Background: an optimization exercise with open tools, aiming at small area, a short achievable clock period and few clock cycles per item. Do not read the settings as production practice.
Only simulation tests tie the RTL to the original design; equivalence was not proved.
Power is estimated from default activity; no workload was simulated.

==> flow/design.v <==
`timescale 1ns/1ps
module dsp_block_mapping #(
    parameter NUM_BANKS         = 8,
    parameter CACHE_LINES       = 16,
    parameter BLOCK_SIZE_BYTES  = 64,
    parameter ADDR_WIDTH        = 32,
    parameter BLOCK_ID_WIDTH    = 16
)(
    input  logic                         clk,
    input  logic                         rst_n,
    input  logic [1:0]                   map_mode,
    input  logic [47:0]                  sys_config,
    input  logic                         map_req_valid,
    input  logic [BLOCK_ID_WIDTH-1:0]    block_id,
    input  logic [ADDR_WIDTH-1:0]        base_addr,
    output logic                         map_ready,
    output logic [64:0]                  mapping_result,
    output logic                         map_result_valid,
    input  logic                         map_result_ready,
    output logic [31:0]                  bank_conflict_count,
    output logic [31:0]                  cache_miss_count
);
    localparam int DIV_ROWS = 4;               
    localparam int NGRP     = 16 / DIV_ROWS;   
    localparam int GW       = (NGRP <= 2) ? 1 : (NGRP <= 4) ? 2 : (NGRP <= 8) ? 3 : 4;
    logic [15:0] bs;
    logic [2:0]  bank_mask;
    logic        blocked;
    assign bs        = sys_config[31:16];
    assign bank_mask = {sys_config[43], sys_config[43] | sys_config[42],
                        sys_config[43] | sys_config[42] | sys_config[41]};
    assign blocked   = (map_mode == 2'b01);
    logic vld_q, busy_q;
    logic req_hs, res_hs;
    assign map_ready = ~(vld_q | busy_q);
    assign req_hs    = map_req_valid & map_ready;
    assign res_hs    = vld_q & map_result_ready;
    logic [31:0] l0 [0:16];
    logic [31:0] l1 [0:11];
    logic [31:0] l2 [0:7];
    logic [31:0] l3 [0:5];
    logic [31:0] l4 [0:3];
    logic [31:0] l5 [0:2];
    logic [31:0] l6 [0:1];
    always_comb begin
        for (int i = 0; i < 16; i++) l0[i] = bs[i] ? ({16'd0, block_id} << i) : 32'd0;
        l0[16] = base_addr;
        for (int i = 0; i < 5; i++) begin l1[2*i] = l0[3*i] ^ l0[3*i+1] ^ l0[3*i+2]; l1[2*i+1] = ((l0[3*i] & l0[3*i+1]) | (l0[3*i] & l0[3*i+2]) | (l0[3*i+1] & l0[3*i+2])) << 1; end
        l1[10] = l0[15]; l1[11] = l0[16];
        for (int i = 0; i < 4; i++) begin l2[2*i] = l1[3*i] ^ l1[3*i+1] ^ l1[3*i+2]; l2[2*i+1] = ((l1[3*i] & l1[3*i+1]) | (l1[3*i] & l1[3*i+2]) | (l1[3*i+1] & l1[3*i+2])) << 1; end
        for (int i = 0; i < 2; i++) begin l3[2*i] = l2[3*i] ^ l2[3*i+1] ^ l2[3*i+2]; l3[2*i+1] = ((l2[3*i] & l2[3*i+1]) | (l2[3*i] & l2[3*i+2]) | (l2[3*i+1] & l2[3*i+2])) << 1; end
        l3[4] = l2[6]; l3[5] = l2[7];
        for (int i = 0; i < 2; i++) begin l4[2*i] = l3[3*i] ^ l3[3*i+1] ^ l3[3*i+2]; l4[2*i+1] = ((l3[3*i] & l3[3*i+1]) | (l3[3*i] & l3[3*i+2]) | (l3[3*i+1] & l3[3*i+2])) << 1; end
        l5[0] = l4[0] ^ l4[1] ^ l4[2]; l5[0+1] = ((l4[0] & l4[1]) | (l4[0] & l4[2]) | (l4[1] & l4[2])) << 1; l5[2] = l4[3];
        l6[0] = l5[0] ^ l5[1] ^ l5[2]; l6[0+1] = ((l5[0] & l5[1]) | (l5[0] & l5[2]) | (l5[1] & l5[2])) << 1;
    end
    logic [2:0] prod_lo;
    logic [3:0] line_d;
    assign prod_lo = block_id[2:0] * bs[2:0];
    assign line_d  = base_addr[3:0] + {prod_lo, 1'b0};
    logic [31:0] sum_q;
    logic [30:0] car_q;
    logic [15:0] id_q;
    logic [3:0]  line_q;
    logic [2:0]  bank_q;
    logic [15:0] bs_onehot_any, bs_onehot_many;
    logic        bs_pow2;
    logic [2:0]  q_pow2;
    logic        q_small_ok, q_small;
    logic        fast_ok;
    logic [2:0]  fast_q;
    always_comb begin
        bs_onehot_any[0]  = bs[0];
        bs_onehot_many[0] = 1'b0;
        for (int i = 1; i < 16; i++) begin
            bs_onehot_many[i] = bs_onehot_many[i-1] | (bs_onehot_any[i-1] & bs[i]);
            bs_onehot_any[i]  = bs_onehot_any[i-1] | bs[i];
        end
        bs_pow2 = bs_onehot_any[15] & ~bs_onehot_many[15];
        q_pow2 = '0;
        for (int s = 0; s < 16; s++) begin
            if (bs[s]) q_pow2 = q_pow2 | 3'((block_id >> s) & 16'd7);
        end
    end
    assign q_small_ok = {1'b0, block_id[15:1]} < bs;    
    assign q_small    = block_id >= bs;
    assign fast_ok    = bs_pow2 | q_small_ok;
    assign fast_q     = bs_pow2 ? q_pow2 : {2'b00, q_small};
    logic [GW-1:0] g0;
    logic [15:0]   r_init;
    always_comb begin
        g0     = '0;
        r_init = block_id >> DIV_ROWS;
        for (int g = 1; g < NGRP; g++) begin
            if ((bs >> (16 - DIV_ROWS*g)) == 16'd0) begin
                g0     = GW'(g);
                r_init = block_id >> (DIV_ROWS*g + DIV_ROWS);
            end
        end
    end
    logic [15:0]   r_q;
    logic [GW-1:0] g_q;
    logic [15:0]   bs_q;
    logic [15:0]   r_row [0:DIV_ROWS];
    logic [DIV_ROWS-1:0] id_bits;
    logic [DIV_ROWS-1:0] q_bits;
    assign id_bits = id_q[DIV_ROWS*g_q +: DIV_ROWS];
    assign r_row[0] = r_q;
    genvar k;
    generate
        for (k = 0; k < DIV_ROWS; k++) begin : g_row
            logic [16:0] t, d;
            assign t = {r_row[k], id_bits[DIV_ROWS-1-k]};
            assign d = t - {1'b0, bs_q};
            assign q_bits[DIV_ROWS-1-k] = ~d[16];
            assign r_row[k+1] = d[16] ? t[15:0] : d[15:0];
        end
    endgenerate
    always_ff @(posedge clk or negedge rst_n) begin
        if (!rst_n) begin
            vld_q  <= 1'b0;
            busy_q <= 1'b0;
        end else begin
            if (req_hs) begin
                busy_q <= blocked & ~fast_ok;
                vld_q  <= ~blocked | fast_ok;
            end else if (busy_q) begin
                if (g_q == '0) begin
                    busy_q <= 1'b0;
                    vld_q  <= 1'b1;
                end
            end else if (res_hs) begin
                vld_q  <= 1'b0;
            end
        end
    end
    always_ff @(posedge clk) begin
        sum_q  <= l6[0];
        car_q  <= l6[1][31:1];
        id_q   <= block_id;
        line_q <= line_d;
        bs_q   <= bs;
        r_q    <= busy_q ? r_row[DIV_ROWS] : r_init;
        g_q    <= busy_q ? g_q - GW'(1) : g0;
        if (!blocked)
            bank_q <= block_id[2:0] & bank_mask;
        else if (!busy_q && fast_ok)
            bank_q <= fast_q & bank_mask;
        else if (busy_q && g_q == '0)
            bank_q <= q_bits[2:0] & bank_mask;
    end
    logic [31:0] addr;
    assign addr = sum_q + {car_q, 1'b0};
    assign mapping_result   = {id_q, 5'd0, bank_q, 4'd0, line_q, addr, vld_q};
    assign map_result_valid = vld_q;
    logic [2:0]  last_bank_q;
    logic        have_last_q;
    logic [15:0] seen_q;
    logic [4:0]  miss_q;
    logic [31:0] conf_q;
    always_ff @(posedge clk or negedge rst_n) begin
        if (!rst_n) begin
            last_bank_q <= '0;
            have_last_q <= 1'b0;
            seen_q      <= '0;
            miss_q      <= '0;
            conf_q      <= '0;
        end else if (res_hs) begin
            last_bank_q <= bank_q;
            have_last_q <= 1'b1;
            if (have_last_q && last_bank_q == bank_q)
                conf_q <= conf_q + 32'd1;
            if (!seen_q[line_q])
                miss_q <= miss_q + 5'd1;
            seen_q[line_q] <= 1'b1;
        end
    end
    assign bank_conflict_count = conf_q;
    assign cache_miss_count    = {27'd0, miss_q};
endmodule
==> flow/config.mk <==
export PLATFORM = sky130hd
export DESIGN_NAME = dsp_block_mapping
export DESIGN_NICKNAME = dsp_block_mapping
export VERILOG_FILES = /design/flow/design.v
export SDC_FILE = /design/flow/constraint.sdc
export NUM_CORES = 4
export LEC_CHECK = 0
export CAP_MARGIN = 20
export CORE_MARGIN = 2
export CORE_UTILIZATION = 65
export SLEW_MARGIN = 20
==> flow/constraint.sdc <==
create_clock -name core_clock -period 55.0 [get_ports {clk}]
set_input_delay 11.0000 -clock core_clock [delete_from_list [all_inputs] [get_ports {clk}]]
set_output_delay 11.0000 -clock core_clock [all_outputs]
set_load 0.01 [all_outputs]
standard.sh (not shown) runs the stock make flow with config.mk's settings and CLKGATE_MAP_FILE= SYNTH_SCRIPT=/design/flow/synth_recipe.tcl, a recipe that flattens the netlist after the stock synthesis.
==> flow/flow/run.sh <==
#!/bin/bash
# Own layout flow: the standard ORFS flow with three changes:
#  - synthesis runs without the generic ABC pass inside Yosys's synth command
#    (SYNTH_ARGS=-noabc), so full adders are extracted from the design's own
#    XOR/majority structure; the registers are the standard synthesis's;
#  - timing repair aims for extra setup slack at the design's clock period;
#  - the ports get plain buffers.
# Each tool's output goes to a log in this folder (ORFS's per-step logs stay
# under orfs/logs).
set -euo pipefail
export SYNTH_ARGS=-noabc
export SETUP_SLACK_MARGIN=40
export BUFFER_PORTS_ARGS="-buffer_cell sky130_fd_sc_hd__buf_2"
bash standard.sh > standard_flow.log 2>&1
Testbench counts at the start, summed over its fixed seeds: cycles 25,619, items 12,000.
==> next run, changes <==
==> flow/flow/run.sh (replaced) <==
#!/bin/bash
# Own layout flow: the standard ORFS flow (standard synthesis unchanged),
# with timing repair asked for extra setup slack at the design's clock period
# and plain buffers on the ports. Each tool's output goes to a log in this folder.
set -euo pipefail
export SETUP_SLACK_MARGIN=42
export BUFFER_PORTS_ARGS="-buffer_cell sky130_fd_sc_hd__buf_2"
bash standard.sh > standard_flow.log 2>&1
Settings changed: CORE_UTILIZATION 65 to 40.
Effect: Fmax went up by about 2%; combinational power came out higher by 17%; worst hold slack barely changes.

* * *

// dsp_block_mapping: RTL as listed in full above, without the edits since
Settings: LEC_CHECK=0, CAP_MARGIN=20, CORE_MARGIN=2, CORE_UTILIZATION=40, SLEW_MARGIN=20; clock period 55.0 ns.
==> flow/flow/run.sh <==
#!/bin/bash
# Own layout flow: the standard ORFS flow (standard synthesis unchanged),
# with timing repair asked for extra setup slack at the design's clock period
# and plain buffers on the ports. Each tool's output goes to a log in this folder.
set -euo pipefail
export SETUP_SLACK_MARGIN=40
export BUFFER_PORTS_ARGS="-buffer_cell sky130_fd_sc_hd__buf_2"
bash standard.sh > standard_flow.log 2>&1
Testbench counts at the start, summed over its fixed seeds: cycles 25,619, items 12,000.
Change:
- CORE_UTILIZATION: 40 -> 65
The changed run completed with no timing, DRC or antenna violations.
Hold slack stays flat.
Worst setup slack is better by 220 ps.
Routed wire length drops by roughly a tenth.
First-iteration DRC count drops by about a fifth.
Synthesized area does not change.
Change:
==> flow/flow/run.sh (replaced) <==
#!/bin/bash
# Own layout flow: the standard ORFS flow with three changes:
#  - synthesis runs without the generic ABC pass inside Yosys's synth command
#    (SYNTH_ARGS=-noabc), so full adders are extracted from the design's own
#    XOR/majority structure; the registers are the standard synthesis's;
#  - timing repair aims for extra setup slack at the design's clock period;
#  - the ports get plain buffers.
# Each tool's output goes to a log in this folder (ORFS's per-step logs stay
# under orfs/logs).
set -euo pipefail
export SYNTH_ARGS=-noabc
export SETUP_SLACK_MARGIN=40
export BUFFER_PORTS_ARGS="-buffer_cell sky130_fd_sc_hd__buf_2"
bash standard.sh > standard_flow.log 2>&1
- CTS_BUF_LIST: unset -> sky130_fd_sc_hd__clkbuf_8
Outcome: Synthesized cell count falls by 11%. Routed wire length decreases by 0.82%. Non-clock buffer count is lower by 4. Worst hold slack gains 7.2 ps.
Change:
- CTS_CLUSTER_DIAMETER: unset -> 100
- CTS_CLUSTER_SIZE: unset -> 40
Effect: Clock skew is unchanged; total power does not change; utilization is unchanged; via count is unchanged; combinational power is about the same; cell area does not change; final cell count does not change; maximum frequency stays the same; first-iteration DRC count does not change; setup slack is unchanged; critical path depth is unchanged.

* * *

== maple ==
Another version of the RTL of dsp_block_mapping (not shown whole).
Size in the first run: ~1600 cells after synthesis, about 180 flip-flops, roughly 230 I/O pins.
// dsp_block_mapping
module dsp_block_mapping #(
    parameter NUM_BANKS         = 8,
    parameter CACHE_LINES       = 16,
    parameter BLOCK_SIZE_BYTES  = 64,
    parameter ADDR_WIDTH        = 32,
    parameter BLOCK_ID_WIDTH    = 16
)(
    input  logic                         clk,
    input  logic                         rst_n,
    input  logic [1:0]                   map_mode,
    input  logic [47:0]                  sys_config,
    input  logic                         map_req_valid,
    input  logic [BLOCK_ID_WIDTH-1:0]    block_id,
    input  logic [ADDR_WIDTH-1:0]        base_addr,
    output logic                         map_ready,
    output logic [64:0]                  mapping_result,
    output logic                         map_result_valid,
    input  logic                         map_result_ready,
    output logic [31:0]                  bank_conflict_count,
    output logic [31:0]                  cache_miss_count
);
Settings: LEC_CHECK=0, CAP_MARGIN=20, CORE_MARGIN=2, CORE_UTILIZATION=65, SLEW_MARGIN=20; clock period 55.0 ns.
==> flow/flow/run.sh <==
#!/bin/bash
# Own layout flow: the standard ORFS flow with three changes:
#  - synthesis runs without the generic ABC pass inside Yosys's synth command
#    (SYNTH_ARGS=-noabc), so full adders are extracted from the design's own
#    XOR/majority structure; the registers are the standard synthesis's;
#  - timing repair aims for extra setup slack at the design's clock period;
#  - the ports get plain buffers.
# Each tool's output goes to a log in this folder (ORFS's per-step logs stay
# under orfs/logs).
set -euo pipefail
export SYNTH_ARGS=-noabc
export SETUP_SLACK_MARGIN=41
export BUFFER_PORTS_ARGS="-buffer_cell sky130_fd_sc_hd__buf_2"
bash standard.sh > standard_flow.log 2>&1
Testbench counts of maple, summed over its fixed seeds: cycles 25,902, items 12,000.
Changes in tundra relative to maple:
==> flow/run.sh (new file) <==
#!/bin/bash
# synth_recipe.tcl (not shown) runs the flow's synth.tcl, then flattens the netlist and writes it again
# the make line also repeats each setting of config.mk as NAME=value (left out here)
make -C /OpenROAD-flow-scripts/flow DESIGN_CONFIG=/design/flow/config.mk WORK_HOME=/design/flow/orfs CLKGATE_MAP_FILE= SYNTH_SCRIPT=/design/flow/synth_recipe.tcl finish
removed: flow/flow/run.sh
removed: flow/standard.sh
--- outcome ---
- In summary, tundra completed successfully, with a layout that passed the timing, design-rule and antenna checks.
- Period utilization in tundra is 3.2 points higher than in maple
- tundra vs. maple: synthesized cell count higher; total power of the final layout now sits higher; synthesized-area fraction occupied by adder cells went down by 2.1 points; routed wire length now sits higher; clock-pin slew on the worst setup and hold paths comparable.
- In the metrics for maple and tundra, the one carrying the lower core utilization is maple.
- The power dissipated in the clock network in tundra sits about 5% below the value recorded for maple.
- Non-filler instance count after layout went up by more than 10% going from maple to tundra.

==> re-timing with driven ports <==
Ports are ideal in the flow. The routed layouts listed here were re-timed in OpenROAD. Step 1 sets driving cells, clkbuf_16 on the clock port and buf_2 on the other inputs (assumed; they add their load-dependent delay and slew). Step 2 moves the port delays by t, midway between the first and last clock arrival at a register: inputs arrive t later, outputs are due t later. That takes back most of the time a late clock gives input paths. Three values: no drivers, after step 1, after step 2; two values: the first two.
run	shift t [ns]	slack for setup (ns)	worst setup path after step 2	clock arrival spread, ns
the first run of note 1	0.493	40.106 / 40.051 / 39.937	input to register	0.018 / 0.019
the second run of note 1	0.546	40.383 / 40.328 / 40.147	input to register	0.021 / 0.021
the first run of note 2	0.544	40.083 / 40.028 / 39.837	input to register	0.011 / 0.011
the second run of note 2	0.512	40.300 / 40.246 / 39.885	input to register	0.013 / 0.014
the third run of note 2	0.524	40.026 / 39.976 / 39.965	input to register	0.025 / 0.025
the fourth run of note 2	0.524	40.026 / 39.976 / 39.965	input to register	0.025 / 0.025
maple	0.498	40.769 / 40.714 / 40.347	input to register	0.014 / 0.015
tundra	0.499	39.018 / 38.963 / 39.131	input to register	0.013 / 0.013
After both steps every run listed still meets setup and hold. The setup slack of maple, which loses most, moves by -0.055 ns with the drivers and by -0.422 ns with both steps.
